What follows belongs to an exercise in optimizing a design on an open flow for small area and a short achievable clock period; a production flow would make more cautious choices.
No functional check of the RTL was part of any run shown here.
No activity file was given, so power comes from the tool's default toggle rates.

<file path="flow/run.sh">
#!/bin/bash
# synth_recipe.tcl (not shown) runs the flow's synth.tcl, then flattens the netlist and writes it again
# the make line also repeats each setting of config.mk as NAME=value (left out here)
make -C /OpenROAD-flow-scripts/flow DESIGN_CONFIG=/design/flow/config.mk WORK_HOME=/design/flow/orfs CLKGATE_MAP_FILE= SYNTH_SCRIPT=/design/flow/synth_recipe.tcl finish
</file>
<file path="flow/constraint.sdc">
create_clock -name core_clock -period 17.0 [get_ports {clk}]
set_input_delay 3.4000 -clock core_clock [delete_from_list [all_inputs] [get_ports {clk}]]
set_output_delay 3.4000 -clock core_clock [all_outputs]
set_load 0.01 [all_outputs]
</file>
<file path="flow/design.v">
module neural_predictor(input clk, input rst, input current_pc_valid, input [15:0] current_pc,
	input result_valid, input [15:0] result_pc, input result,
	output current_should_jump);
	reg [7:0] history;
	reg [575:0] wt;
	reg [7:0] bh;
	reg [7:0] slot_valid;
	reg [7:0] slot_neg;
	reg [7:0] slot_small;
	reg [2:0] wp;
	reg [2:0] rp;
	reg x0, x1, x2, x3, y0, y1;
	wire [3:0] cnt_next = (!history[0] + !history[1] + !history[2] + !history[3])
	                    + (!history[4] + !history[5] + !history[6] + !result);
	wire ny0 = cnt_next >= 4'd2;
	wire ny1 = cnt_next >= 4'd4;
	wire [3:0] npa = cnt_next - {2'd0, ny0 & ny1, ny0 ^ ny1, 1'b0};
	wire [7:0] cp_oh = 8'd1 << current_pc[2:0];
	wire [7:0] r_oh = 8'd1 << result_pc[2:0];
	wire [7:0] cw [0:8];
	genvar p, k, l;
	generate
		for (k = 0; k < 9; k = k + 1) begin : rd
			wire [7:0] ca [0:8];
			assign ca[0] = 8'd0;
			for (p = 0; p < 8; p = p + 1) begin : o
				assign ca[p+1] = ca[p] | (wt[(p*9+k)*8 +: 8] & {8{cp_oh[p]}});
			end
			assign cw[k] = ca[8];
		end
	endgenerate
	wire cbh = |(bh & cp_oh);
	wire [7:0] op [1:8];
	wire [8:0] op0 = {cbh, cw[0]};
	generate
		for (k = 1; k < 9; k = k + 1) begin : sel
			assign op[k] = cw[k] ^ {8{~history[k-1]}};
		end
	endgenerate
	wire [11:0] ts, tc;
	csa_tree tree(op0, op[1], op[2], op[3], op[4], op[5], op[6], op[7], op[8],
		x0, x1, x2, y0, y1, ts, tc);
	wire [11:0] gg [0:4];
	wire [11:0] pp [0:4];
	assign gg[0] = (ts & tc) | {11'd0, (ts[0] | tc[0]) & x3};
	assign pp[0] = ts | tc;
	generate
		for (l = 0; l < 4; l = l + 1) begin : ks
			for (k = 0; k < 12; k = k + 1) begin : b
				if (k >= (1 << l)) begin : c
					assign gg[l+1][k] = gg[l][k] | (pp[l][k] & gg[l][k - (1 << l)]);
					assign pp[l+1][k] = pp[l][k] & pp[l][k - (1 << l)];
				end else begin : n
					assign gg[l+1][k] = gg[l][k];
					assign pp[l+1][k] = pp[l][k];
				end
			end
		end
	endgenerate
	assign current_should_jump = ~(ts[11] ^ tc[11] ^ gg[4][10]);
	wire [11:0] tv = ts ^ tc ^ {gg[4][10:0], x3};
	wire cur_neg = tv[11] & ~(&tv[10:0]);
	wire cur_small = (tv + 12'd29) <= 12'd56;
	wire pop_valid = result_valid & slot_valid[rp];
	wire s_neg = slot_neg[rp];
	wire s_small = slot_small[rp];
	wire train = pop_valid & (s_small | (result ? s_neg : ~s_neg));
	wire [7:0] rw [0:8];   
	wire [7:0] nw [0:8];
	wire [7:0] rb = rw[0] + 8'd1;
	wire [7:0] nb = rb + {{7{~result}}, 1'b1};
	wire [8:0] nb9 = {nb[7], nb} - 9'd1;
	wire nbh = rst | nb9[8];
	generate
		for (k = 0; k < 9; k = k + 1) begin : upd
			wire [7:0] ra [0:8];
			assign ra[0] = 8'd0;
			for (p = 0; p < 8; p = p + 1) begin : o
				assign ra[p+1] = ra[p] | (wt[(p*9+k)*8 +: 8] & {8{r_oh[p]}});
			end
			assign rw[k] = ra[8];
			if (k == 0) begin : nb
				assign nw[k] = rst ? 8'hff : nb9[7:0];
			end else begin : nk
				assign nw[k] = rst ? 8'd0 : (rw[k] + {{7{~result}}, 1'b1});
			end
		end
		for (p = 0; p < 8; p = p + 1) begin : wr
			for (k = 0; k < 9; k = k + 1) begin : wk
				wire hbit;
				if (k == 0) begin : b
					assign hbit = 1'b1;
				end else begin : h
					assign hbit = history[k-1];
				end
				always @(posedge clk)
					if (rst | (train & r_oh[p] & hbit))
						wt[(p*9+k)*8 +: 8] <= nw[k];
				if (k == 0) begin : bhr
					always @(posedge clk)
						if (rst | (train & r_oh[p]))
							bh[p] <= nbh;
				end
			end
		end
	endgenerate
	always @(posedge clk) begin
		if (rst) begin
			history <= 8'd0;
			{x0, x1, x2, x3, y0, y1} <= 6'b111111;
			slot_valid <= 8'd0;
			wp <= 3'd0;
			rp <= 3'd0;
		end else begin
			if (pop_valid) begin
				history <= {history[6:0], result};
				{x0, x1, x2, x3, y0, y1} <= {npa > 4'd0, npa > 4'd1, npa > 4'd2, npa > 4'd3, ny0, ny1};
			end
			if (current_pc_valid) begin
				slot_valid[wp] <= 1'b1;
				slot_neg[wp] <= cur_neg;
				slot_small[wp] <= cur_small;
				wp <= wp + 3'd1;
			end
			if (result_valid) begin
				slot_valid[rp] <= 1'b0;
				rp <= rp + 3'd1;
			end
		end
	end
endmodule
module csa_tree(input [8:0] op0, input [7:0] op1, input [7:0] op2, input [7:0] op3,
	input [7:0] op4, input [7:0] op5, input [7:0] op6, input [7:0] op7, input [7:0] op8,
	input x0, input x1, input x2, input y0, input y1,
	output [11:0] ts, output [11:0] tc);
	wire s1 = op0[0] ^ op1[0] ^ op2[0];
	wire c2 = (op0[0] & op1[0]) | (op0[0] & op2[0]) | (op1[0] & op2[0]);
	wire s3 = x0 ^ op3[0] ^ op4[0];
	wire c4 = (x0 & op3[0]) | (x0 & op4[0]) | (op3[0] & op4[0]);
	wire s5 = op0[1] ^ op1[1] ^ op2[1];
	wire c6 = (op0[1] & op1[1]) | (op0[1] & op2[1]) | (op1[1] & op2[1]);
	wire s7 = op3[1] ^ op4[1] ^ op5[1];
	wire c8 = (op3[1] & op4[1]) | (op3[1] & op5[1]) | (op4[1] & op5[1]);
	wire s9 = y0 ^ op6[1] ^ op7[1];
	wire c10 = (y0 & op6[1]) | (y0 & op7[1]) | (op6[1] & op7[1]);
	wire s11 = op0[2] ^ op1[2] ^ op2[2];
	wire c12 = (op0[2] & op1[2]) | (op0[2] & op2[2]) | (op1[2] & op2[2]);
	wire s13 = op3[2] ^ op4[2] ^ op5[2];
	wire c14 = (op3[2] & op4[2]) | (op3[2] & op5[2]) | (op4[2] & op5[2]);
	wire s15 = op6[2] ^ op7[2] ^ op8[2];
	wire c16 = (op6[2] & op7[2]) | (op6[2] & op8[2]) | (op7[2] & op8[2]);
	wire s17 = op0[3] ^ op1[3] ^ op2[3];
	wire c18 = (op0[3] & op1[3]) | (op0[3] & op2[3]) | (op1[3] & op2[3]);
	wire s19 = op3[3] ^ op4[3] ^ op5[3];
	wire c20 = (op3[3] & op4[3]) | (op3[3] & op5[3]) | (op4[3] & op5[3]);
	wire s21 = op6[3] ^ op7[3] ^ op8[3];
	wire c22 = (op6[3] & op7[3]) | (op6[3] & op8[3]) | (op7[3] & op8[3]);
	wire s23 = op0[4] ^ op1[4] ^ op2[4];
	wire c24 = (op0[4] & op1[4]) | (op0[4] & op2[4]) | (op1[4] & op2[4]);
	wire s25 = op3[4] ^ op4[4] ^ op5[4];
	wire c26 = (op3[4] & op4[4]) | (op3[4] & op5[4]) | (op4[4] & op5[4]);
	wire s27 = op6[4] ^ op7[4] ^ op8[4];
	wire c28 = (op6[4] & op7[4]) | (op6[4] & op8[4]) | (op7[4] & op8[4]);
	wire s29 = op0[5] ^ op1[5] ^ op2[5];
	wire c30 = (op0[5] & op1[5]) | (op0[5] & op2[5]) | (op1[5] & op2[5]);
	wire s31 = op3[5] ^ op4[5] ^ op5[5];
	wire c32 = (op3[5] & op4[5]) | (op3[5] & op5[5]) | (op4[5] & op5[5]);
	wire s33 = op6[5] ^ op7[5] ^ op8[5];
	wire c34 = (op6[5] & op7[5]) | (op6[5] & op8[5]) | (op7[5] & op8[5]);
	wire s35 = op0[6] ^ op1[6] ^ op2[6];
	wire c36 = (op0[6] & op1[6]) | (op0[6] & op2[6]) | (op1[6] & op2[6]);
	wire s37 = op3[6] ^ op4[6] ^ op5[6];
	wire c38 = (op3[6] & op4[6]) | (op3[6] & op5[6]) | (op4[6] & op5[6]);
	wire s39 = op6[6] ^ op7[6] ^ op8[6];
	wire c40 = (op6[6] & op7[6]) | (op6[6] & op8[6]) | (op7[6] & op8[6]);
	wire s41 = op0[7] ^ ~op1[7] ^ ~op2[7];
	wire c42 = (op0[7] & ~op1[7]) | (op0[7] & ~op2[7]) | (~op1[7] & ~op2[7]);
	wire s43 = ~op3[7] ^ ~op4[7] ^ ~op5[7];
	wire c44 = (~op3[7] & ~op4[7]) | (~op3[7] & ~op5[7]) | (~op4[7] & ~op5[7]);
	wire s45 = ~op6[7] ^ ~op7[7] ^ ~op8[7];
	wire c46 = (~op6[7] & ~op7[7]) | (~op6[7] & ~op8[7]) | (~op7[7] & ~op8[7]);
	wire s47 = op5[0] ^ op6[0] ^ op7[0];
	wire c48 = (op5[0] & op6[0]) | (op5[0] & op7[0]) | (op6[0] & op7[0]);
	wire s49 = op8[1] ^ c2 ^ c4;
	wire c50 = (op8[1] & c2) | (op8[1] & c4) | (c2 & c4);
	wire s51 = y1 ^ s5 ^ s7;
	wire c52 = (y1 & s5) | (y1 & s7) | (s5 & s7);
	wire s53 = c10 ^ c6 ^ c8;
	wire c54 = (c10 & c6) | (c10 & c8) | (c6 & c8);
	wire s55 = s11 ^ s13 ^ s15;
	wire c56 = (s11 & s13) | (s11 & s15) | (s13 & s15);
	wire s57 = c12 ^ c14 ^ c16;
	wire c58 = (c12 & c14) | (c12 & c16) | (c14 & c16);
	wire s59 = s17 ^ s19 ^ s21;
	wire c60 = (s17 & s19) | (s17 & s21) | (s19 & s21);
	wire s61 = c18 ^ c20 ^ c22;
	wire c62 = (c18 & c20) | (c18 & c22) | (c20 & c22);
	wire s63 = s23 ^ s25 ^ s27;
	wire c64 = (s23 & s25) | (s23 & s27) | (s25 & s27);
	wire s65 = c24 ^ c26 ^ c28;
	wire c66 = (c24 & c26) | (c24 & c28) | (c26 & c28);
	wire s67 = s29 ^ s31 ^ s33;
	wire c68 = (s29 & s31) | (s29 & s33) | (s31 & s33);
	wire s69 = c30 ^ c32 ^ c34;
	wire c70 = (c30 & c32) | (c30 & c34) | (c32 & c34);
	wire s71 = s35 ^ s37 ^ s39;
	wire c72 = (s35 & s37) | (s35 & s39) | (s37 & s39);
	wire s73 = c36 ^ c38 ^ c40;
	wire c74 = (c36 & c38) | (c36 & c40) | (c38 & c40);
	wire s75 = s41 ^ s43 ^ s45;
	wire c76 = (s41 & s43) | (s41 & s45) | (s43 & s45);
	wire s77 = op0[8] ^ c42 ^ c44;
	wire c78 = (op0[8] & c42) | (op0[8] & c44) | (c42 & c44);
	wire s79 = x1 ^ op8[0] ^ s1;
	wire c80 = (x1 & op8[0]) | (x1 & s1) | (op8[0] & s1);
	wire s81 = c48 ^ s9 ^ s49;
	wire c82 = (c48 & s9) | (c48 & s49) | (s9 & s49);
	wire s83 = c50 ^ c52 ^ s53;
	wire c84 = (c50 & c52) | (c50 & s53) | (c52 & s53);
	wire s85 = c54 ^ c56 ^ s57;
	wire c86 = (c54 & c56) | (c54 & s57) | (c56 & s57);
	wire s87 = c58 ^ c60 ^ s61;
	wire c88 = (c58 & c60) | (c58 & s61) | (c60 & s61);
	wire s89 = c62 ^ c64 ^ s65;
	wire c90 = (c62 & c64) | (c62 & s65) | (c64 & s65);
	wire s91 = c66 ^ c68 ^ s69;
	wire c92 = (c66 & c68) | (c66 & s69) | (c68 & s69);
	wire s93 = c70 ^ c72 ^ s73;
	wire c94 = (c70 & c72) | (c70 & s73) | (c72 & s73);
	wire s95 = c46 ^ c74 ^ c76;
	wire c96 = (c46 & c74) | (c46 & c76) | (c74 & c76);
	wire s97 = x2 ^ s3 ^ s47;
	wire c98 = (x2 & s3) | (x2 & s47) | (s3 & s47);
	wire s99 = c80 ^ s51 ^ s81;
	wire c100 = (c80 & s51) | (c80 & s81) | (s51 & s81);
	wire s101 = s55 ^ c82 ^ s83;
	wire c102 = (s55 & c82) | (s55 & s83) | (c82 & s83);
	wire s103 = s59 ^ c84 ^ s85;
	wire c104 = (s59 & c84) | (s59 & s85) | (c84 & s85);
	wire s105 = s63 ^ c86 ^ s87;
	wire c106 = (s63 & c86) | (s63 & s87) | (c86 & s87);
	wire s107 = s67 ^ c88 ^ s89;
	wire c108 = (s67 & c88) | (s67 & s89) | (c88 & s89);
	wire s109 = s71 ^ c90 ^ s91;
	wire c110 = (s71 & c90) | (s71 & s91) | (c90 & s91);
	wire s111 = s75 ^ c92 ^ s93;
	wire c112 = (s75 & c92) | (s75 & s93) | (c92 & s93);
	wire s113 = s77 ^ c94 ^ s95;
	wire c114 = (s77 & c94) | (s77 & s95) | (c94 & s95);
	wire s115 = op0[8] ^ c78 ^ c96;
	wire c116 = (op0[8] & c78) | (op0[8] & c96) | (c78 & c96);
	assign ts = {1'b1, ~op0[8], c114, c112, c110, c108, c106, c104, c102, c100, c98, s79};
	assign tc = {1'b0, c116, s115, s113, s111, s109, s107, s105, s103, s101, s99, s97};
endmodule
</file>
<file path="flow/config.mk">
export PLATFORM = sky130hd
export DESIGN_NAME = neural_predictor
export DESIGN_NICKNAME = neural_predictor
export VERILOG_FILES = /design/flow/design.v
export SDC_FILE = /design/flow/constraint.sdc
export NUM_CORES = 4
export LEC_CHECK = 0
export CAP_MARGIN = 20
export CORE_MARGIN = 2
export CORE_UTILIZATION = 55
export CTS_BUF_LIST = sky130_fd_sc_hd__clkbuf_8
export CTS_CLUSTER_DIAMETER = 50
export CTS_CLUSTER_SIZE = 16
export PLACE_DENSITY = 0.7
export SETUP_SLACK_MARGIN = 5
export SLEW_MARGIN = 20
</file>
==> results of run 1 <==
per-layer routing:
| layer | vias up | global-route usage [%] |
|---|---|---|
| met5 | - | 0 |
| met4 | 4 | 17.1 |
| met3 | 361 | 10.4 |
| met2 | 1923 | 51.6 |
| met1 | 11563 | 43.0 |
| li1 | 9705 | - |
through the flow:
stage / power, mW / area, sq um / hold WS [ns] / instances
3_5_place_dp: 4.21 / 32800 / 0.502 / 3117
4_1_cts: 5.36 / 35100 / 0.522 / 3262
3_3_place_gp: 4.14 / 32800 / 0.491 / 3117
6_report: 5.45 / 35200 / 0.518 / 3267
5_1_grt: 5.75 / 35200 / 0.543 / 3264
2_1_floorplan: 3.69 / 32000 / 0.479 / 2460
layout by cell type (no fill, tap or decap), types with 6 or more instances in the layout:
master,n
nor3_1,14
a21oi_2,9
mux4_2,11
mux2_2,8
nand2b_1,14
nor2_1,173
a21oi_1,41
fa_1,73
a311oi_1,9
dfxtp_1,28
a21o_1,31
edfxtp_1,600
or3_1,9
nor2b_1,23
nor3_2,6
nand2_1,48
and3_1,8
bufinv_16,8
buf_4,42
mux2i_1,19
o21ai_0,18
a211oi_1,7
o21bai_1,7
xor2_1,58
nand3_1,15
a22o_1,12
ha_1,85
buf_12,9
a31oi_1,9
clkinv_1,7
clkinvlp_4,8
nand4_1,133
inv_1,113
bufbuf_16,12
clkbuf_8,71
inv_8,6
xnor2_1,76
a22oi_1,542
what timing repair did:
action / CTS / global route
gates resized for setup: 69 / 16
setup buffers: 14 / 1
pin swaps: 7 / 6
gates cloned: 15 / 0
hold buffers: 0 / 0
endpoints found under the setup margin: 1 / 1
worst reg2reg max path, stage by stage (launching register included):
cell and delay (ns):
dfxtp_1 0.56, clkinv_1 0.35, xnor2_1 0.24, fa_1 0.44, fa_1 0.53, fa_1 0.56, inv_1 0.07, fa_1 0.56
inv_1 0.08, fa_1 0.43, o21bai_1 0.28, a2111oi_2 0.14, o41ai_1 0.50, nand4_2 0.19, nor3_2 0.42, nor2_1 0.13
mux2_2 0.28
power by group:
group	internal [mW]	switching [mW]	total, mW
combinational	0.935	1.39	2.32
sequential	1.93	0.0795	2.01
clock	0.532	0.586	1.12
state kept, by name, indices dropped and copies added (netlist names):
name / count
bh: 8
history: 8
rp: 3
slot_neg: 8
slot_small: 8
slot_valid: 8
wp: 3
wt: 576
x0: 1
x1: 1
x2: 1
x3: 1
y0: 1
y1: 1
cells in the mapped netlist (4+ instances only):
cell and count:
mux2_4 4, a22o_1 12, o2111ai_1 4, clkbuf_1 131, buf_4 6, a21oi_2 8
or3_1 9, o21ai_1 4, xnor2_1 79, o21bai_1 7, buf_2 6, nand4_1 133
o21ai_0 18, mux2_2 8, a221oi_1 4, nand2b_1 14, nor3b_1 9, a211oi_1 7
a211o_1 5, buf_1 15, mux4_2 11, dfxtp_1 28, nor2_1 176, or2_2 5
nor2b_1 24, nand3_1 15, a22oi_1 542, a21o_1 31, fa_1 73, nand2_1 48
inv_1 109, a311oi_1 9, edfxtp_1 600, and3_1 10, ha_1 86, a31oi_1 9
mux2i_1 19, a21oi_1 42, nor3_1 18, xor2_1 60
final cells by class:
cell class | count | area share [%]
antenna | 4 | 0.0285
clock buffer | 71 | 2.78
clock inverter | 45 | 1.51
inverter | 111 | 1.19
multi-input combinational | 1564 | 35.7
sequential | 628 | 52.8
tap | 765 | 2.72
timing repair buffer | 79 | 3.21
cells by family after synthesis:
group	after synthesis	synth area share (%)
AND/OR/NAND/NOR	483	7.81
adder cells (fa/ha/maj)	159	7.93
XOR/XNOR	139	3.80
flip-flops	628	58.1
AO/OA/AOI/OAI	737	17.2
multiplexers	43	1.87
buffers and inverters	271	3.32
worst max-delay path by stage:
stage	depth (start not counted)	from	end	slack (ns)
finish	19	current_pc[2]	current_should_jump	5.13
CTS	19	current_pc[2]	current_should_jump	5.02
global placement	20	current_pc[2]	current_should_jump	3.45
global route	19	current_pc[0]	current_should_jump	5.00
floorplan	17	current_pc[1]	current_should_jump	5.53
detailed placement	19	current_pc[1]	current_should_jump	3.35
==> metrics.cfg, run 1 <==
[yosys]
ys_seq_area_share_pct=58.1
synth_fp_nets=2656
synthFlopType=edfxtp_1
synth_area_leaders=edfxtp_1 (56%), a22oi_1 (13%), fa_1 (4.6%), ha_1 (3.4%), nand4_1 (2.6%)
synth_area_sq_mm=0.0320
syn_inst=2460
synth_edf_count=600
yosys.area.top_type=edfxtp_1
ys_ff_latch=628
yosysWarnings=1
synth_top_area_share_pct=56.3
async_flop_share_pct=0
synth_cell_types=79
synth_area_per_cell_sq_um=13.0

[drt]
drc=0
dr.pass1.iters=8
route.vias.total=23556
met2_length_um=46400
wl_met3_um=14300
wl_met1_um=36600
via_per_inst=7.21
ant_nets=0
avgRoutedWirePerCell_um=31.3
drt-initial-drc-count=3839
highest_layer=met5
finalWirelength_um=102000

[sta]
min_period_ns=11.87
setup_violations=0
worst_slew_pin_slew_ns=1.17
finClkSkew_ns=0.0389
drv_slew=0
hold_viol_final=0
fmaxAchievable_ghz=0.0842
layout_setup_ws_ns=5.13
fin_tns_setup_ns=0
relSlewSlack_pct=21.5
grt_setup_unrepaired=false
min_period_over_period_pct=69.8

[worst_hold_path]
holdPathStages=1
min_to=x3$_SDFFE_PP1P_
min-delay-path-class=flip-flop to flip-flop
min_from=x3$_SDFFE_PP1P_

[final_layout]
finish.utilization_pct=61.1
nNetsFinal=2646
fillers=4266
multiInputGateArea_sq_mm=0.0126
seqCellArea_sq_mm=0.0186
syn2layout_area_growth_pct=9.87
drive_gt1_share_pct=10.5

[die]
core_sq_mm=0.0576
die_y_um=245
dieArea_sq_mm=0.0601
rows=88
ios=38
start_util_pct=55.6
die_width_um=245

[placement]
io_buffers=11
routabilityCongestion=0.886
pre_cts_slack_ns=3.35
hpwl_um=56400

[clock_tree]
clkSinkCount=628
cts_buffers=66
cts_tree=yes
clk_path_buf_depth=3
path_clk_slew_ns=0.09
clkLatencyLatePin_ns=0.71
h-tree-depth=3
cts_root_buf=clkbuf_8

[power_and_ir_drop]
ir_worst_vdd_uv=232
power_density_mw_per_mm2=155
total_leakage_power_nw=12.3

[worst_setup_path]
slowest_stage=fa_1
worst_r2r_path_depth=16
criticalPathCategory=input port to primary output
path_cells=buf_6 -> nor3b_4 -> buf_4 -> bufbuf_16 -> a22oi_1 -> nand4_1 -> xnor2_1 -> fa_1 -> fa_1 -> inv_1 -> fa_1 -> fa_1 -> inv_1 -> ha_1 -> nor2b_1 -> o21bai_1 -> a21oi_1 -> a41oi_4 -> clkbuf_2
start_kind=input port
rr_startpoint=history[2]$_SDFFE_PP0P_
reg2reg_slack_ns=10.98
slowest_delay_ns=0.59
cpLargestDelayFamily=adder cells
worstPathMaxFanout=12
arrival_ns=8.47
required_ns=13.60
rr_endpoint=slot_neg[0]$_DFFE_PP_
path_common_cell=fa_1
critical_path_buf_inv_count=6
crit_path_end_kind=primary output

[status]
outcome=complete, no violations

[global_routing]
antenna_found_initial=5
grt_use_total_pct=33.5
grt_pass1_wl_um=146000
grt_pass1_vias=23229
grt_max_degree=62
overflow=0

[job]
cap_violations=0

==> run 2, diff against run 1 <==
==> flow/flow/run.sh (new file) <==
#!/bin/bash
# The standard layout, with timing repair aiming for 6 ns of setup slack.
set -euo pipefail
bash standard.sh SETUP_SLACK_MARGIN=6 finish > standard_finish.log 2>&1
==> flow/standard.sh (new file) <==
#!/bin/bash
# synth_recipe.tcl (not shown) runs the flow's synth.tcl, then flattens the netlist and writes it again
# the make line also repeats each setting of config.mk as NAME=value (left out here)
make -C /OpenROAD-flow-scripts/flow DESIGN_CONFIG=/design/flow/config.mk WORK_HOME=/design/flow/orfs CLKGATE_MAP_FILE= SYNTH_SCRIPT=/design/flow/synth_recipe.tcl "${@:-finish}"
--- a/flow/config.mk
+++ b/flow/config.mk
@@ -8,9 +8,8 @@
 export CAP_MARGIN = 20
 export CORE_MARGIN = 2
 export CORE_UTILIZATION = 55
-export CTS_BUF_LIST = sky130_fd_sc_hd__clkbuf_8
-export CTS_CLUSTER_DIAMETER = 50
-export CTS_CLUSTER_SIZE = 16
+export CTS_BUF_LIST = sky130_fd_sc_hd__clkbuf_16
+export CTS_CLUSTER_DIAMETER = 80
+export CTS_CLUSTER_SIZE = 28
 export PLACE_DENSITY = 0.7
-export SETUP_SLACK_MARGIN = 5
 export SLEW_MARGIN = 20
removed: flow/run.sh
==> run 2 against run 1 <==
Net effect: clock skew fell by 0.0075 ns; sequential cell count is the same; worst setup slack better by 0.20 ns; sequential power hardly changed; critical path type unchanged.
==> metrics.cfg, run 2 <==
[status]
outcome=complete, no violations

[clock_tree]
hold_buffers=0  ; unchanged
cts_tree=yes
h-tree-depth=2  ; -1
clkSinkCount=628  ; unchanged
path_clk_slew_ns=0.10  ; about the same
cts_buffers=35  ; -47%
cts_root_buf=clkbuf_16
clk_path_buf_depth=3  ; unchanged
clkLatencyLatePin_ns=0.61  ; -0.10 ns

[power_and_ir_drop]
p_int_mw=3.44  ; +1.3%
ir_worst_vdd_uv=258  ; +11%
p_comb_share_pct=45.4  ; +2.8 points
total_power_mw=5.54  ; +1.6%
pwr-share-clk_pct=18.3  ; -2.2 points
total_leakage_power_nw=12.1  ; -1.7%
power_density_mw_per_mm2=158  ; +2.2%
switching_share_pct=37.9  ; +0.19 points
power_switching_mw=2.10  ; +2.1%
power_frac_seq_pct=36.3  ; -0.6 points

[drt]
drt-initial-drc-count=3602  ; -6.2%
avgRoutedWirePerCell_um=31.6  ; +1.1%
finalWirelength_um=101000  ; -0.77%
drc=0  ; unchanged
via_per_inst=7.23  ; +0.24%
ant_nets=0  ; unchanged
dr.pass1.iters=6  ; -2
route.vias.total=23185  ; -1.6%

[placement]
io_buffers=11  ; unchanged
post_dp_cell_area_sq_mm=0.0329  ; +0.20%
hpwl_um=56800  ; +0.71%
routabilityCongestion=0.885  ; about the same

[yosys]
synthFlopType=edfxtp_1
yosysMostFrequentCell=edfxtp_1
synth_cell_types=79  ; unchanged
synth_top_area_share_pct=56.3  ; unchanged
ys_ff_latch=628  ; unchanged
synth_edf_count=600  ; unchanged
synth_area_sq_mm=0.0320  ; unchanged
yosysWarnings=1  ; unchanged
synth_area_per_cell_sq_um=13.0  ; unchanged
synth_fp_nets=2656  ; unchanged
synth_area_leaders=edfxtp_1 (56%), a22oi_1 (13%), fa_1 (4.6%), ha_1 (3.4%), nand4_1 (2.6%)
synth_common_cells=edfxtp_1 (600), a22oi_1 (542), nor2_1 (176)
ys_seq_area_share_pct=58.1  ; unchanged
syn_inst=2460  ; unchanged
async_flop_share_pct=0  ; unchanged
yosys.area.top_type=edfxtp_1

[sta]
worst_slew_pin_slew_ns=1.28  ; +0.107 ns
min_period_over_period_pct=68.6  ; -1.2 points
min_period_ns=11.67  ; -0.204 ns
fmaxAchievable_ghz=0.0857  ; +1.7%
fin_tns_setup_ns=0  ; unchanged
relSlewSlack_pct=14.6  ; -6.9 points
setup_violations=0  ; unchanged
finClkSkew_ns=0.0313  ; -0.00752 ns
grt_setup_unrepaired=true
drv_slew=0  ; unchanged
hold_viol_final=0  ; unchanged
hold_ws_ns=0.539  ; +0.0213 ns

[global_routing]
grt_max_degree=64  ; +3.2%
grt_pass1_vias=22978  ; -1.1%
grt_use_total_pct=33.6  ; +0.038 points
overflow=0  ; unchanged
antenna_found_initial=3  ; -2
grt_pass1_wl_um=147000  ; +0.67%

[worst_setup_path]
start_kind=input port
criticalPathCategory=input port to primary output
required_ns=13.60  ; about the same
worstPathMaxFanout=10  ; -2
crit_path_end_kind=primary output
arrival_ns=8.27  ; -0.20 ns

[final_layout]
regMostFlops=wt
nNetsFinal=2613  ; -1.2%
drive_gt1_share_pct=10.3  ; -0.16 points
largest_reg_flops=576  ; unchanged
final_cell_area_sq_mm=0.0350  ; -0.52%
layout_common_cells=edfxtp_1 (600), a22oi_1 (530), nor2_1 (172), nand4_1 (133), inv_1 (108)
syn2layout_area_growth_pct=9.29
fillers=4274  ; +0.19%
layout_commonest_cell=edfxtp_1
finish.utilization_pct=60.7  ; -0.32 points

[die]
die_width_um=245  ; unchanged
dieArea_sq_mm=0.0601  ; unchanged
ios=38  ; unchanged
die_y_um=245  ; unchanged
rows=88  ; unchanged
start_util_pct=55.6  ; unchanged
core_sq_mm=0.0576  ; unchanged

[worst_hold_path]
min-delay-path-class=flip-flop to flip-flop

[job]
cap_violations=0  ; unchanged

-- run 2: cell type report --
class / count / area (sq um) / area share [%]
diodes: 2 / 5.00 / 0.0143
clock buffers: 37 / 926 / 2.65
clock inverters: 24 / 329 / 0.941
inverters: 111 / 418 / 1.19
multi-input cells: 1563 / 12800 / 36.5
flip-flops and latches: 628 / 18600 / 53.1
well taps: 765 / 957 / 2.74
repair buffers: 78 / 1010 / 2.88
-- run 2: cell families after synthesis --
logic type | share of synthesized area (%)
AOI/OAI and AO/OA | 17.2
adders and majority gates | 7.93
xor gates and xnor gates | 3.80
and+or+nand+nor | 7.81
muxes | 1.87
DFF | 58.1
buffers and inverters | 3.32
-- run 2: timing repair --
action	in CTS	in global routing
setup buffers	20	0
setup endpoints to repair	1	1
gates resized for setup	111	0
gates cloned	10	0
pin swaps	39	2
-- run 2: final timing paths --
| kind | from | to | slack (ns) | cells past startpoint |
|---|---|---|---|---|
| max | current_pc[1] | current_should_jump | 5.33 | 19 |
| min | x3$_SDFFE_PP1P_ | x3$_SDFFE_PP1P_ | 0.54 | 1 |
| max reg2reg | wt[69]$_DFFE_PP_ | slot_neg[0]$_DFFE_PP_ | 11.09 | 17 |
| min reg2reg | x3$_SDFFE_PP1P_ | x3$_SDFFE_PP1P_ | 0.54 | 1 |
-- run 2: through the flow --
step | setup slack, ns | cells
finish | 5.33 | 3208
floorplan | 6.00 | 2460
global placement | 3.50 | 3115
CTS | 5.51 | 3206
global route | 5.27 | 3208
detailed placement | 3.42 | 3115
-- run 2: power groups by stage --
| stage | registers [mW] | logic (mW) | clock network [mW] |
|---|---|---|---|
| after detailed placement | 2.04 | 2.19 | 0 |
| after floorplan | 2.01 | 1.71 | 0 |
| final | 2.01 | 2.52 | 1.01 |
| after CTS | 2.00 | 2.44 | 1.02 |
| after global placement | 2.03 | 2.14 | 0 |
| after global routing | 2.02 | 2.71 | 1.07 |
-- run 2: metal layers --
layer | routed length [um] | global-route usage (%) | share of wire, %
met5 | 0 | 0 | 0
met4 | 5860 | 18.0 | 5.8
met3 | 13400 | 7.89 | 13
met2 | 46000 | 52.6 | 45
met1 | 36200 | 43.6 | 36
-- run 2: critical path, stage by stage --
cell and delay [ns]:
buf_12 0.13, and3_4 0.25, buf_6 0.15, buf_12 0.16, a22oi_2 0.18, nand4_1 0.35, xor2_2 0.31, fa_2 0.59
inv_1 0.08, fa_1 0.47, fa_1 0.46, fa_1 0.53, inv_1 0.08, ha_4 0.18, nand2b_1 0.16, a21oi_2 0.16
nor2_2 0.08, a41oi_4 0.32, buf_2 0.19
==> run 3, diff against run 2 <==
--- a/flow/design.v
+++ b/flow/design.v
@@ -16,7 +16,8 @@
 	wire ny1 = cnt_next >= 4'd4;
 	wire [3:0] npa = cnt_next - {2'd0, ny0 & ny1, ny0 ^ ny1, 1'b0};
 	wire [7:0] cp_oh = 8'd1 << current_pc[2:0];
-	wire [7:0] r_oh = 8'd1 << result_pc[2:0];
+	wire [7:0] r_oh = rst ? 8'd0 : 8'd1 << result_pc[2:0];
+	wire [7:0] r_we = rst ? 8'hff : 8'd1 << result_pc[2:0];
 	wire [7:0] cw [0:8];
 	genvar p, k, l;
 	generate
@@ -82,7 +83,7 @@
 			if (k == 0) begin : nb
 				assign nw[k] = rst ? 8'hff : nb9[7:0];
 			end else begin : nk
-				assign nw[k] = rst ? 8'd0 : (rw[k] + {{7{~result}}, 1'b1});
+				assign nw[k] = rw[k] + {{7{~result & ~rst}}, ~rst};
 			end
 		end
 		for (p = 0; p < 8; p = p + 1) begin : wr
@@ -94,11 +95,11 @@
 					assign hbit = history[k-1];
 				end
 				always @(posedge clk)
-					if (rst | (train & r_oh[p] & hbit))
+					if ((rst | train) & r_we[p] & (rst | hbit))
 						wt[(p*9+k)*8 +: 8] <= nw[k];
 				if (k == 0) begin : bhr
 					always @(posedge clk)
-						if (rst | (train & r_oh[p]))
+						if ((rst | train) & r_we[p])
 							bh[p] <= nbh;
 				end
 			end
==> run 3 against run 2 <==
Net effect: register-to-register slack got worse by 0.10 ns; sequential power hardly changed; non-clock buffer count rose by 50; worst setup slack improved by 0.013 ns; core utilization grew 1.7 points; first-iteration DRC count up 6.4%; sequential share of layout area fell by 0.43 points; power decreased by 5.2%; largest cell class unchanged; sequential cell count stayed put; critical path depth is the same.
==> metrics.cfg, run 3 <==
[status]
outcome=complete, no violations

[yosys]
synth_area_per_cell_sq_um=13.4  ; +3.2%
ys_ff_latch=628  ; unchanged
async_flop_share_pct=0  ; unchanged
yosysWarnings=1  ; unchanged
synth_top_area_share_pct=57.3  ; +0.98 points
synth_area_leaders=edfxtp_1 (57%), a22oi_1 (14%), fa_1 (4.6%), ha_1 (3.8%), nand4_1 (2.8%)
synth_common_cells=edfxtp_1 (600), a22oi_1 (574), nand4_1 (140)
syn_inst=2342  ; -4.8%
synth_cell_types=69  ; -13%
ys_seq_area_share_pct=59.1  ; +1.0 points
synth_area_sq_mm=0.0315  ; -1.7%
synthFlopType=edfxtp_1
yosys.area.top_type=edfxtp_1
synth_edf_count=600  ; unchanged
synth_fp_nets=2548  ; -4.1%
yosysMostFrequentCell=edfxtp_1

[global_routing]
overflow=0  ; unchanged
grt_max_degree=51  ; -20%
grt_use_total_pct=33.4  ; -0.23 points
grt_pass1_wl_um=145000  ; -1.5%
antenna_found_initial=1  ; -2
grt_pass1_vias=22342  ; -2.8%

[sta]
fin_tns_setup_ns=0  ; unchanged
fmaxAchievable_ghz=0.0858  ; +0.11%
worst_slew_pin_slew_ns=1.15  ; -0.135 ns
grt_setup_unrepaired=true
min_period_ns=11.65  ; -0.0133 ns
min_period_over_period_pct=68.5  ; -0.078 points
finClkSkew_ns=0.0259  ; -0.00543 ns
drv_slew=0  ; unchanged
setup_violations=0  ; unchanged
hold_viol_final=0  ; unchanged
hold_ws_ns=0.522  ; -0.0171 ns
relSlewSlack_pct=23.3  ; +8.7 points

[placement]
routabilityCongestion=0.919  ; +3.9%
post_dp_cell_area_sq_mm=0.0324  ; -1.6%
hpwl_um=53300  ; -6.1%
io_buffers=11  ; unchanged

[drt]
drc=0  ; unchanged
met2_length_um=45900  ; -0.31%
via_per_inst=7.28  ; +0.74%
dr.pass1.iters=6  ; unchanged
finalWirelength_um=101000  ; -0.80%
wl_met3_um=12800  ; -4.0%
avgRoutedWirePerCell_um=32.2  ; +1.9%
drt-initial-drc-count=3832  ; +6.4%
highest_layer=met4
wl_met1_um=35200  ; -2.8%
route.vias.total=22744  ; -1.9%
ant_nets=0  ; unchanged

[worst_setup_path]
arrival_ns=8.25  ; -0.02 ns
crit_path_end_kind=primary output
criticalPathCategory=input port to primary output
worstPathMaxFanout=16  ; +6
start_kind=input port
required_ns=13.60  ; about the same

[clock_tree]
cts_tree=yes
clk_path_buf_depth=3  ; unchanged
cts_buffers=29  ; -17%
clkLatencyLatePin_ns=0.63  ; +0.02 ns
clkSinkCount=628  ; unchanged
h-tree-depth=1  ; -1
cts_root_buf=clkbuf_16
path_clk_slew_ns=0.09  ; about the same

[final_layout]
syn2layout_area_growth_pct=12.1
nNetsFinal=2557  ; -2.1%
regMostFlops=wt
final_cell_area_sq_mm=0.0353  ; +0.81%
layout_commonest_cell=edfxtp_1
diodes=0  ; -2
layout_common_cells=edfxtp_1 (600), a22oi_1 (545), nand4_1 (140), inv_1 (116), nor2_1 (114)
drive_gt1_share_pct=12.7  ; +2.4 points
finish.utilization_pct=62.4  ; +1.7 points
largest_reg_flops=576  ; unchanged

[job]
cap_violations=0  ; unchanged

[die]
dieArea_sq_mm=0.0591  ; -1.7%
die_y_um=243  ; -0.84%
die_width_um=243  ; -0.84%
ios=38  ; unchanged
core_sq_mm=0.0565  ; -1.9%
start_util_pct=55.7  ; +0.11 points
rows=87  ; -1.1%

[worst_hold_path]
min-delay-path-class=flip-flop to flip-flop

[power_and_ir_drop]
power_density_mw_per_mm2=149  ; -6.0%
total_power_mw=5.25  ; -5.2%
total_leakage_power_nw=12.2  ; +1.1%
ir_worst_vdd_uv=319  ; +24%

==> run 3: metrics by stage <==
step	setup WS, ns	std cells
global route	5.26	3124
CTS	5.30	3117
floorplan	6.00	2342
detailed placement	3.49	2991
global placement	3.59	2991
finish	5.35	3124
==> run 3: where the power goes <==
group	internal, mW	leakage [nW]	switching [mW]
combinational	1.03	5.84	1.35
clock	0.347	0.464	0.490
sequential	1.94	5.89	0.0847
total	3.32	12.2	1.93
==> run 3: routing by layer <==
layer / global-route usage (%) / vias up
met1: 43.3 / 11184
met4: 19.6 / 0
li1: - / 9330
met5: 0 / -
met2: 52.2 / 1813
met3: 6.80 / 417
==> run 3: area by class of cell <==
type | count | area (sq um)
Tap cell | 756 | 946
Sequential cell | 628 | 18600
Fill cell | 3983 | 21200
Timing Repair Buffer | 128 | 1930
Multi-Input combinational cell | 1446 | 12400
Clock buffer | 30 | 751
Clock inverter | 18 | 163
Inverter | 118 | 443
==> run 3: logic make-up (layout without fill, tap and decap cells) <==
logic type                 count (synthesis)  in the layout  share of synthesized area (%)
xor gates and xnor gates                 149            149                           4.17
adders and majority gates                169            169                           8.46
and+or+nand+nor                          370            373                           6.37
muxes                                     19             19                          0.915
DFF                                      628            628                           59.1
AOI/OAI and AO/OA                        736            736                           17.5
buffers and inverters                    271            294                           3.50
==> run 3: worst paths after layout <==
check                                             start                     to  slack, ns  depth (start not counted)
worst max-delay path                      current_pc[1]    current_should_jump       5.35                         19
worst min register to register          x1$_SDFFE_PP1P_        x1$_SDFFE_PP1P_       0.52                          2
worst max register to register  history[0]$_SDFFE_PP0P_  slot_neg[0]$_DFFE_PP_      10.99                         16
worst min-delay path                    x1$_SDFFE_PP1P_        x1$_SDFFE_PP1P_       0.52                          2
==> run 3: what timing repair did <==
item | in CTS | in global routing
hold buffers | 0 | 0
setup buffers | 52 | 7
resized for setup | 110 | 57
pin swaps | 22 | 52
endpoints found under the setup margin | 1 | 1
cloned | 26 | 0
==> run 3: worst max-delay path, cell delays in order <==
cell       delay, ns
buf_16          0.11
and3_4          0.23
buf_4           0.17
bufbuf_16       0.30
a22oi_2         0.19
nand4_1         0.27
xor2_2          0.27
fa_2            0.42
fa_1            0.57
inv_1           0.07
fa_1            0.56
fa_1            0.44
ha_1            0.30
a21oi_2         0.15
nand3_2         0.10
a221oi_4        0.32
a21oi_2         0.10
buf_6           0.14
buf_6           0.11
==> run 4, diff against run 3 <==
==> flow/run.sh (new file) <==
#!/bin/bash
# synth_recipe.tcl (not shown) runs the flow's synth.tcl, then flattens the netlist and writes it again
# the make line also repeats each setting of config.mk as NAME=value (left out here)
make -C /OpenROAD-flow-scripts/flow DESIGN_CONFIG=/design/flow/config.mk WORK_HOME=/design/flow/orfs CLKGATE_MAP_FILE= SYNTH_SCRIPT=/design/flow/synth_recipe.tcl finish
--- a/flow/config.mk
+++ b/flow/config.mk
@@ -12,4 +12,5 @@
 export CTS_CLUSTER_DIAMETER = 80
 export CTS_CLUSTER_SIZE = 28
 export PLACE_DENSITY = 0.7
+export SETUP_SLACK_MARGIN = 5
 export SLEW_MARGIN = 20
removed: flow/flow/run.sh
removed: flow/standard.sh
==> run 4 against run 3 <==
Net effect: critical endpoint unchanged; largest power group unchanged; final area is 3.0% lower; still clean on timing, DRC and antenna; via count is 0.24% lower; largest cell class unchanged; clock power is 1% higher.
==> metrics.cfg, run 4 <==
[drt]
drt-initial-drc-count=4033  ; +5.2%
ant_nets=0  ; unchanged
via_per_inst=7.37  ; +1.3%
dr.pass1.iters=8  ; +2
finalWirelength_um=99900  ; -0.72%
route.vias.total=22690  ; -0.24%
avgRoutedWirePerCell_um=32.5  ; +0.77%
drc=0  ; unchanged

[yosys]
synth_fp_nets=2548  ; unchanged
synth_cell_types=69  ; unchanged
synth_top_area_share_pct=57.3  ; unchanged
ys_seq_area_share_pct=59.1  ; unchanged
synth_common_cells=edfxtp_1 (600), a22oi_1 (574), nand4_1 (140)
yosysWarnings=1  ; unchanged
yosys.area.top_type=edfxtp_1
async_flop_share_pct=0  ; unchanged
ys_ff_latch=628  ; unchanged
synth_area_per_cell_sq_um=13.4  ; unchanged
synthFlopType=edfxtp_1
syn_inst=2342  ; unchanged
yosysMostFrequentCell=edfxtp_1
synth_area_leaders=edfxtp_1 (57%), a22oi_1 (14%), fa_1 (4.6%), ha_1 (3.8%), nand4_1 (2.8%)
synth_edf_count=600  ; unchanged
synth_area_sq_mm=0.0315  ; unchanged

[sta]
drv_slew=0  ; unchanged
setup_violations=0  ; unchanged
hold_viol_final=0  ; unchanged
fin_tns_setup_ns=0  ; unchanged
finClkSkew_ns=0.0326  ; +0.00671 ns
grt_setup_unrepaired=false
worst_slew_pin_slew_ns=1.16  ; +0.0122 ns
relSlewSlack_pct=22.5  ; -0.81 points
min_period_over_period_pct=69.8  ; +1.3 points
fmaxAchievable_ghz=0.0842  ; -1.8%
min_period_ns=11.87  ; +0.220 ns

[worst_setup_path]
slowest_delay_ns=0.56  ; about the same
required_ns=13.60  ; about the same
crit_path_end_kind=primary output
path_common_cell=fa_1
worst_r2r_path_depth=19  ; +3
rr_endpoint=slot_neg[2]$_DFFE_PP_
slowest_stage=fa_2
path_cells=buf_6 -> and3_4 -> buf_12 -> a22oi_1 -> nand4_1 -> xor2_2 -> fa_2 -> inv_1 -> fa_1 -> fa_1 -> fa_1 -> inv_1 -> ha_2 -> or2b_1 -> a21oi_2 -> nor3_2 -> a221oi_2 -> a21oi_1 -> buf_4 -> clkbuf_2
start_kind=input port
worstPathMaxFanout=37  ; +21
rr_startpoint=wt[138]$_DFFE_PP_
criticalPathCategory=input port to primary output
arrival_ns=8.47  ; +0.22 ns
reg2reg_slack_ns=11.04  ; +0.05 ns

[clock_tree]
h-tree-depth=1  ; unchanged
cts_tree=yes
clkLatencyLatePin_ns=0.65  ; +0.02 ns
clkSinkCount=628  ; unchanged
cts_buffers=30  ; +3.4%
cts_root_buf=clkbuf_16
path_clk_slew_ns=0.09  ; about the same
clk_path_buf_depth=3  ; unchanged

[global_routing]
overflow=0  ; unchanged
grt_use_total_pct=32.4  ; -0.97 points
antenna_found_initial=1  ; unchanged
grt_pass1_wl_um=141000  ; -2.7%
grt_max_degree=49  ; -3.9%
grt_pass1_vias=22265  ; -0.34%

[worst_hold_path]
min_from=x1$_SDFFE_PP1P_
min-delay-path-class=flip-flop to flip-flop
min_to=x1$_SDFFE_PP1P_
holdPathStages=2  ; unchanged

[die]
die_y_um=243  ; unchanged
die_width_um=243  ; unchanged
dieArea_sq_mm=0.0591  ; unchanged
core_sq_mm=0.0565  ; unchanged
rows=87  ; unchanged
start_util_pct=55.7  ; unchanged
ios=38  ; unchanged

[status]
outcome=complete, no violations

[placement]
routabilityCongestion=0.924  ; +0.54%
hpwl_um=53200  ; -0.24%
io_buffers=11  ; unchanged

[final_layout]
nNetsFinal=2513  ; -1.7%
syn2layout_area_growth_pct=8.77
layout_commonest_cell=edfxtp_1
drive_gt1_share_pct=8.70  ; -4.0 points
largest_reg_flops=576  ; unchanged
layout_common_cells=edfxtp_1 (600), a22oi_1 (569), nand4_1 (140), inv_1 (117), nor2_1 (114)
regMostFlops=wt

[power_and_ir_drop]
total_leakage_power_nw=11.7  ; -3.7%
total_power_mw=4.98  ; -5.1%
ir_worst_vdd_uv=213  ; -33%
power_density_mw_per_mm2=146  ; -2.2%

[job]
cap_violations=0  ; unchanged

## run 4: cell counts after synthesis
No cell type changed its count.
## run 4: cell type report
type / instances / area, sq um
Antenna cell: 1 / 2.50
Clock buffer: 31 / 776
Clock inverter: 15 / 159
Fill cell: 4145 / 22300
Inverter: 118 / 443
Multi-Input combinational cell: 1446 / 12100
Sequential cell: 628 / 18600
Tap cell: 756 / 946
Timing Repair Buffer: 83 / 1180
## run 4: how the worst max path moves through the flow
stage / slack (ns) / endpoint / start
after floorplan: 5.53 / current_should_jump / current_pc[0]
after global placement: 3.52 / current_should_jump / current_pc[1]
after detailed placement: 3.41 / current_should_jump / current_pc[1]
after CTS: 5.00 / current_should_jump / current_pc[0]
after global routing: 5.06 / current_should_jump / current_pc[1]
final: 5.13 / current_should_jump / current_pc[0]
## run 4: power by group
group | total (mW) | switching [mW] | internal, mW
clock network | 0.848 | 0.501 | 0.347
logic | 2.11 | 1.23 | 0.873
registers | 2.03 | 0.0843 | 1.94
total | 4.98 | 1.82 | 3.16
## run 4: logic make-up after synthesis
| logic type | share of synthesized area [%] |
|---|---|
| simple gates | 6.37 |
| flops | 59.1 |
| compound gates | 17.5 |
| buf+inv | 3.50 |
| xor+xnor | 4.17 |
| fa+ha+maj | 8.46 |
| mux | 0.915 |
## run 4: what timing repair did
action | 4_1_cts | 5_1_grt
setup buffers | 13 | 16
gates cloned | 13 | 3
hold buffers | 0 | 0
pin swaps | 8 | 26
gates resized for setup | 58 | 39
setup endpoints to repair | 1 | 1
## run 4: critical path, delay by kind of cell
kind | cells | cell delay (ns)
adder cells (fa/ha/maj) | 5 | 2.19
AO/OA/AOI/OAI | 4 | 0.81
XOR/XNOR | 1 | 0.30
AND/OR/NAND/NOR | 4 | 0.92
buffers and inverters | 6 | 0.82
## run 4: routing by layer
| layer | routed length, um | part of all wire [%] | global-route usage (%) |
|---|---|---|---|
| met1 | 35700 | 36 | 43.0 |
| met4 | 5200 | 5.2 | 15.6 |
| met3 | 13800 | 14 | 7.85 |
| met5 | 0 | 0 | 0 |
| met2 | 45300 | 45 | 50.4 |
## run 4: per-stage QoR
step / hold WS, ns / cell area (sq um) / cells / util, % / setup WS, ns
finish: 0.503 / 34200 / 3078 / 60.6 / 5.13
global route: 0.534 / 34200 / 3077 / 60.6 / 5.06
CTS: 0.499 / 33800 / 3058 / 59.9 / 5.00
detailed placement: 0.475 / 32300 / 2986 / 57.1 / 3.41
global placement: 0.468 / 32300 / 2986 / 57.1 / 3.52
floorplan: 0.445 / 31500 / 2342 / - / 5.53
==> run 5, diff against run 4 <==
==> flow/design.v (replaced) <==
module neural_predictor(input clk, input rst, input current_pc_valid, input [15:0] current_pc,
	input result_valid, input [15:0] result_pc, input result,
	output current_should_jump);
	localparam THRESHOLD = 29;
	reg [7:0] history;
	reg [7:0] history_valid;
	reg [575:0] wt;
	reg [7:0] slot_valid;
	reg [7:0] slot_neg;
	reg [7:0] slot_small;
	reg [2:0] wp;
	reg [2:0] rp;
	wire [7:0] pos_sel = history_valid & history;    
	wire [7:0] neg_sel = history_valid & ~history;   
	wire [3:0] neg_cnt = neg_sel[0] + neg_sel[1] + neg_sel[2] + neg_sel[3]
	                   + neg_sel[4] + neg_sel[5] + neg_sel[6] + neg_sel[7];
	wire [2:0] cp = current_pc[2:0];
	wire [7:0] cw [0:8];
	wire signed [11:0] term [0:8];
	genvar p, k;
	generate
		for (k = 0; k < 9; k = k + 1) begin : rd
			wire [63:0] col;
			for (p = 0; p < 8; p = p + 1) begin : c
				assign col[p*8 +: 8] = wt[(p*9+k)*8 +: 8];
			end
			assign cw[k] = col[cp*8 +: 8];
			if (k == 0) begin : b
				assign term[0] = {{4{cw[0][7]}}, cw[0]};
			end else begin : t
				wire [7:0] m = (cw[k] & {8{pos_sel[k-1]}}) | (~cw[k] & {8{neg_sel[k-1]}});
				assign term[k] = {{4{m[7]}}, m};
			end
		end
	endgenerate
	wire signed [11:0] y = term[0] + term[1] + term[2] + term[3] + term[4]
	                     + term[5] + term[6] + term[7] + term[8] + $signed({8'd0, neg_cnt});
	assign current_should_jump = y > 0;
	wire cur_neg = y[11];
	wire cur_small = (y > -THRESHOLD) && (y < THRESHOLD);
	wire [2:0] r = result_pc[2:0];
	wire pop_valid = result_valid & slot_valid[rp];
	wire s_neg = slot_neg[rp];
	wire s_small = slot_small[rp];
	wire train = pop_valid & (s_small | (result ? s_neg : ~s_neg));
	wire [7:0] rw [0:8];
	wire [7:0] nw [0:8];
	generate
		for (k = 0; k < 9; k = k + 1) begin : upd
			wire [63:0] col;
			for (p = 0; p < 8; p = p + 1) begin : c
				assign col[p*8 +: 8] = wt[(p*9+k)*8 +: 8];
			end
			assign rw[k] = col[r*8 +: 8];
			assign nw[k] = rst ? 8'd0 : (rw[k] + {{7{~result}}, 1'b1});
		end
	endgenerate
	generate
		for (p = 0; p < 8; p = p + 1) begin : wr
			for (k = 0; k < 9; k = k + 1) begin : wk
				wire hbit;
				if (k == 0) begin : b
					assign hbit = 1'b1;
				end else begin : h
					assign hbit = pos_sel[k-1];
				end
				always @(posedge clk)
					if (rst | (train & (r == p) & hbit))
						wt[(p*9+k)*8 +: 8] <= nw[k];
			end
		end
	endgenerate
	always @(posedge clk) begin
		if (rst) begin
			history <= 8'd0;
			history_valid <= 8'd0;
			slot_valid <= 8'd0;
			wp <= 3'd0;
			rp <= 3'd0;
		end else begin
			if (pop_valid) begin
				history <= {history[6:0], result};
				history_valid <= {history_valid[6:0], 1'b1};
			end
			if (current_pc_valid) begin
				slot_valid[wp] <= 1'b1;
				slot_neg[wp] <= cur_neg;
				slot_small[wp] <= cur_small;
				wp <= wp + 3'd1;
			end
			if (result_valid) begin
				slot_valid[rp] <= 1'b0;
				rp <= rp + 3'd1;
			end
		end
	end
endmodule
==> flow/config.mk (replaced) <==
export PLATFORM = sky130hd
export DESIGN_NAME = neural_predictor
export DESIGN_NICKNAME = neural_predictor
export VERILOG_FILES = /design/flow/design.v
export SDC_FILE = /design/flow/constraint.sdc
export NUM_CORES = 4
export LEC_CHECK = 0
export CAP_MARGIN = 20
export CORE_MARGIN = 2
export CORE_UTILIZATION = 35
export PLACE_DENSITY = 0.55
export SLEW_MARGIN = 20
==> run 5 against run 4 <==
Net effect: clock skew fell by 0.0032 ns; worst setup slack got worse by 2.6 ns; critical path type unchanged; sequential power fell by 4%; hold slack improved by 0.038 ns.
==> metrics.cfg, run 5 <==
[global_routing]
grt_pass1_vias=21062  ; -5.4%
grt_max_degree=112  ; +130%
grt_use_total_pct=17.1  ; -15 points
grt_pass1_wl_um=131000  ; -7.5%
overflow=0  ; unchanged
antenna_found_initial=0  ; -1

[final_layout]
largest_reg_flops=576  ; unchanged
diodes=0  ; -1
layout_common_cells=edfxtp_1 (592), mux4_2 (289), nand2_1 (249), nor2_1 (158), mux2i_1 (101)
fillers=8980  ; +120%
syn2layout_area_growth_pct=10.7
finalNonFillerCells=3606  ; +17%
regMostFlops=wt
layout_commonest_cell=edfxtp_1
nNetsFinal=2468  ; -1.8%
drive_gt1_share_pct=21.2  ; +13 points
finish.utilization_pct=39.1  ; -22 points

[placement]
hpwl_um=54700  ; +2.9%
place_inst=3477  ; +16%
io_buffers=11  ; unchanged
routabilityCongestion=0.805  ; -13%
pre_cts_slack_ns=2.42  ; -0.993 ns

[power_and_ir_drop]
p_int_mw=3.12  ; -1.3%
ir_worst_vdd_uv=62.5  ; -71%
pwr-share-clk_pct=36.2  ; +19 points
power_switching_mw=1.12  ; -38%
total_leakage_power_nw=14.2  ; +21%
power_frac_seq_pct=46.0  ; +5.3 points
total_power_mw=4.24  ; -15%
p_comb_share_pct=17.9  ; -24 points
switching_share_pct=26.4  ; -10 points
power_density_mw_per_mm2=110  ; -24%

[yosys]
yosys.area.top_type=edfxtp_1
synth_area_leaders=edfxtp_1 (51%), mux4_2 (19%), fa_1 (4.3%), ha_1 (3.2%), mux2i_1 (2.9%)
yosysMostFrequentCell=edfxtp_1
synth_edf_count=592  ; -1.3%
ys_seq_area_share_pct=53.0  ; -6.1 points
synth_common_cells=edfxtp_1 (592), mux4_2 (289), nand2_1 (249)
synth_area_sq_mm=0.0347  ; +10%
synth_area_per_cell_sq_um=15.2  ; +13%
synth_top_area_share_pct=51.3  ; -6.0 points
syn_inst=2281  ; -2.6%
yosysWarnings=1  ; unchanged
synth_cell_types=63  ; -8.7%
synth_fp_nets=2482  ; -2.6%
ys_ff_latch=622  ; -0.96%
async_flop_share_pct=0  ; unchanged
synthFlopType=edfxtp_1

[die]
rows=115  ; +32%
die_width_um=319  ; +31%
die_y_um=319  ; +31%
start_util_pct=35.3  ; -20 points
ios=38  ; unchanged
dieArea_sq_mm=0.102  ; +72%
core_sq_mm=0.0983  ; +74%

[worst_setup_path]
worst-path-stages=21  ; +5.0%
critical_path_buf_inv_count=5  ; -1
worstPathMaxFanout=68  ; +84%
arrival_ns=11.08  ; +2.61 ns
startpoint=current_pc[0]
start_kind=input port
worst_r2r_path_depth=25  ; +6
reg2reg_slack_ns=8.70  ; -2.34 ns
required_ns=13.60  ; about the same
slowest_delay_ns=0.65  ; +0.09 ns
slowest_stage=buf_8
rr_startpoint=history[3]$_SDFFE_PP0P_
path_cells=buf_8 -> buf_4 -> mux4_2 -> mux2i_1 -> xor2_1 -> and2_1 -> fa_1 -> fa_1 -> inv_1 -> fa_1 -> fa_1 -> inv_1 -> fa_1 -> ha_1 -> a211o_1 -> a211oi_2 -> nor3_1 -> or3_1 -> nor4_1 -> a21boi_0 -> clkdlybuf4s50_1
crit_path_end_kind=primary output
crit_end=current_should_jump
rr_endpoint=slot_small[5]$_DFFE_PP_
path_common_cell=fa_1
cpLargestDelayFamily=adder cells
criticalPathCategory=input port to primary output

[drt]
drc=0  ; unchanged
dr.pass1.iters=7  ; -1
via_per_inst=5.49  ; -26%
avgRoutedWirePerCell_um=24.1  ; -26%
ant_nets=0  ; unchanged
drt-initial-drc-count=1771  ; -56%
finalWirelength_um=86800  ; -13%
route.vias.total=19801  ; -13%

[clock_tree]
cts_root_buf=clkbuf_16
clkLatencyLatePin_ns=0.64  ; about the same
hold_buffers=0  ; unchanged
h-tree-depth=3  ; +2
clkSinkCount=622  ; -0.96%
cts_tree=yes
post_cts_buffers=0  ; -13
clk_path_buf_depth=3  ; unchanged
cts_buffers=72  ; +140%
cts_resized=0  ; -100%
path_clk_slew_ns=0.06  ; -0.03 ns

[sta]
hold_viol_final=0  ; unchanged
layout_setup_ws_ns=2.52  ; -2.60 ns
grt_setup_unrepaired=false
fin_tns_setup_ns=0  ; unchanged
fmaxAchievable_ghz=0.0691  ; -18%
min_period_ns=14.48  ; +2.60 ns
relSlewSlack_pct=24.7  ; +2.1 points
setup_violations=0  ; unchanged
finClkSkew_ns=0.0294  ; -0.00319 ns
worst_slew_pin_slew_ns=1.13  ; -0.0318 ns
drv_slew=0  ; unchanged
min_period_over_period_pct=85.1  ; +15 points

[worst_hold_path]
min-delay-path-class=flip-flop to flip-flop

[job]
cap_violations=0  ; unchanged

[status]
outcome=complete, no violations

==> run 5: how the worst min path moves through the flow <==
stage                     slack [ns]  depth (start not counted)                  endpoint                      from
after floorplan                 0.48                          2  slot_valid[4]$_SDFF_PP0_  slot_valid[4]$_SDFF_PP0_
after global placement          0.52                          2  slot_valid[4]$_SDFF_PP0_  slot_valid[4]$_SDFF_PP0_
after detailed placement        0.53                          2  slot_valid[4]$_SDFF_PP0_  slot_valid[4]$_SDFF_PP0_
after CTS                       0.54                          2  slot_valid[4]$_SDFF_PP0_  slot_valid[4]$_SDFF_PP0_
after global routing            0.56                          2  slot_valid[0]$_SDFF_PP0_  slot_valid[0]$_SDFF_PP0_
final                           0.54                          2  slot_valid[4]$_SDFF_PP0_  slot_valid[4]$_SDFF_PP0_
==> run 5: cell type report <==
cell class                 count  area [sq um]  area share, %
inverter                      90           339          0.883
timing repair buffer          40           365          0.952
clock buffer                  86          1890           4.91
clock inverter                40           410           1.07
multi-input combinational   1441         15400           40.1
tap                         1287          1610           4.20
sequential                   622         18400           47.9
==> run 5: routing by layer <==
metal	track usage [%]	part of all wire (%)	routed length, um	vias up
met2	29.0	50	43300	534
li1	-	-	-	8796
met1	22.6	42	36600	10354
met3	2.90	5.7	4910	117
met5	0	0	0	-
met4	5.22	2.3	2010	0
==> run 5: worst min-delay path: stages (launching register included) <==
cell     delay (ns)
dfxtp_1        0.31
a21oi_1        0.12
nor3_1         0.06
==> run 5: logic make-up (layout without fill, tap and decap cells) <==
| kind of cell | count (synthesis) | in the layout | synth area share, % |
|---|---|---|---|
| AO/OA/AOI/OAI | 203 | 203 | 4.30 |
| XOR/XNOR | 110 | 110 | 2.82 |
| adder cells (fa/ha/maj) | 164 | 164 | 7.52 |
| multiplexers | 411 | 411 | 22.7 |
| buffers and inverters | 218 | 256 | 2.62 |
| flip-flops | 622 | 622 | 53.0 |
| AND/OR/NAND/NOR | 553 | 553 | 7.05 |
==> run 5: power by group through the flow <==
stage / clock [mW] / sequential [mW] / combinational [mW]
6_report: 1.53 / 1.95 / 0.759
5_1_grt: 1.63 / 1.96 / 0.834
4_1_cts: 1.57 / 1.95 / 0.764
3_5_place_dp: 0 / 1.98 / 0.760
3_3_place_gp: 0 / 1.96 / 0.741
2_1_floorplan: 0 / 1.95 / 0.567
==> run 5: through the flow <==
step	hold WS [ns]	cell area, sq um
finish	0.541	38400
global placement	0.516	36100
CTS	0.544	38400
floorplan	0.479	34700
detailed placement	0.533	36100
global route	0.562	38400

afterwards: timing with drivers on the ports:
The flow's constraints put no driver on any port. The routed layouts listed below were extracted and timed again, unchanged, in two steps. Step 1 (the two cells are an assumption about what drives the block):
set clk [get_ports {clk}]
set_driving_cell -lib_cell sky130_fd_sc_hd__clkbuf_16 $clk
set_driving_cell -lib_cell sky130_fd_sc_hd__buf_2 [delete_from_list [all_inputs] $clk]
Step 2 moves the port delays by t, midway between the first and last clock arrival at a register: inputs arrive t later, outputs are due t later. That takes back most of the time a late clock gives input paths. Slacks: no drivers / after step 1 / after step 2; pairs: no drivers / after step 1.
run | t (ns) | setup WS [ns] | clock arrival spread, ns | worst slew at a driven data input, ns
run 1 | 0.754 | 5.130 / 5.087 / 5.087 | 0.045 / 0.044 | 0.05
run 2 | 0.659 | 5.334 / 5.285 / 5.285 | 0.031 / 0.031 | 0.07
run 3 | 0.679 | 5.348 / 5.220 / 5.220 | 0.026 / 0.026 | 0.18
run 4 | 0.690 | 5.128 / 5.092 / 5.092 | 0.033 / 0.033 | 0.06
run 5 | 0.685 | 2.525 / 2.470 / 2.470 | 0.030 / 0.030 | 0.06
After both steps every run listed still meets setup and hold. The setup slack of run 3, which loses most, moves by -0.128 ns with the drivers and by -0.128 ns with both steps.
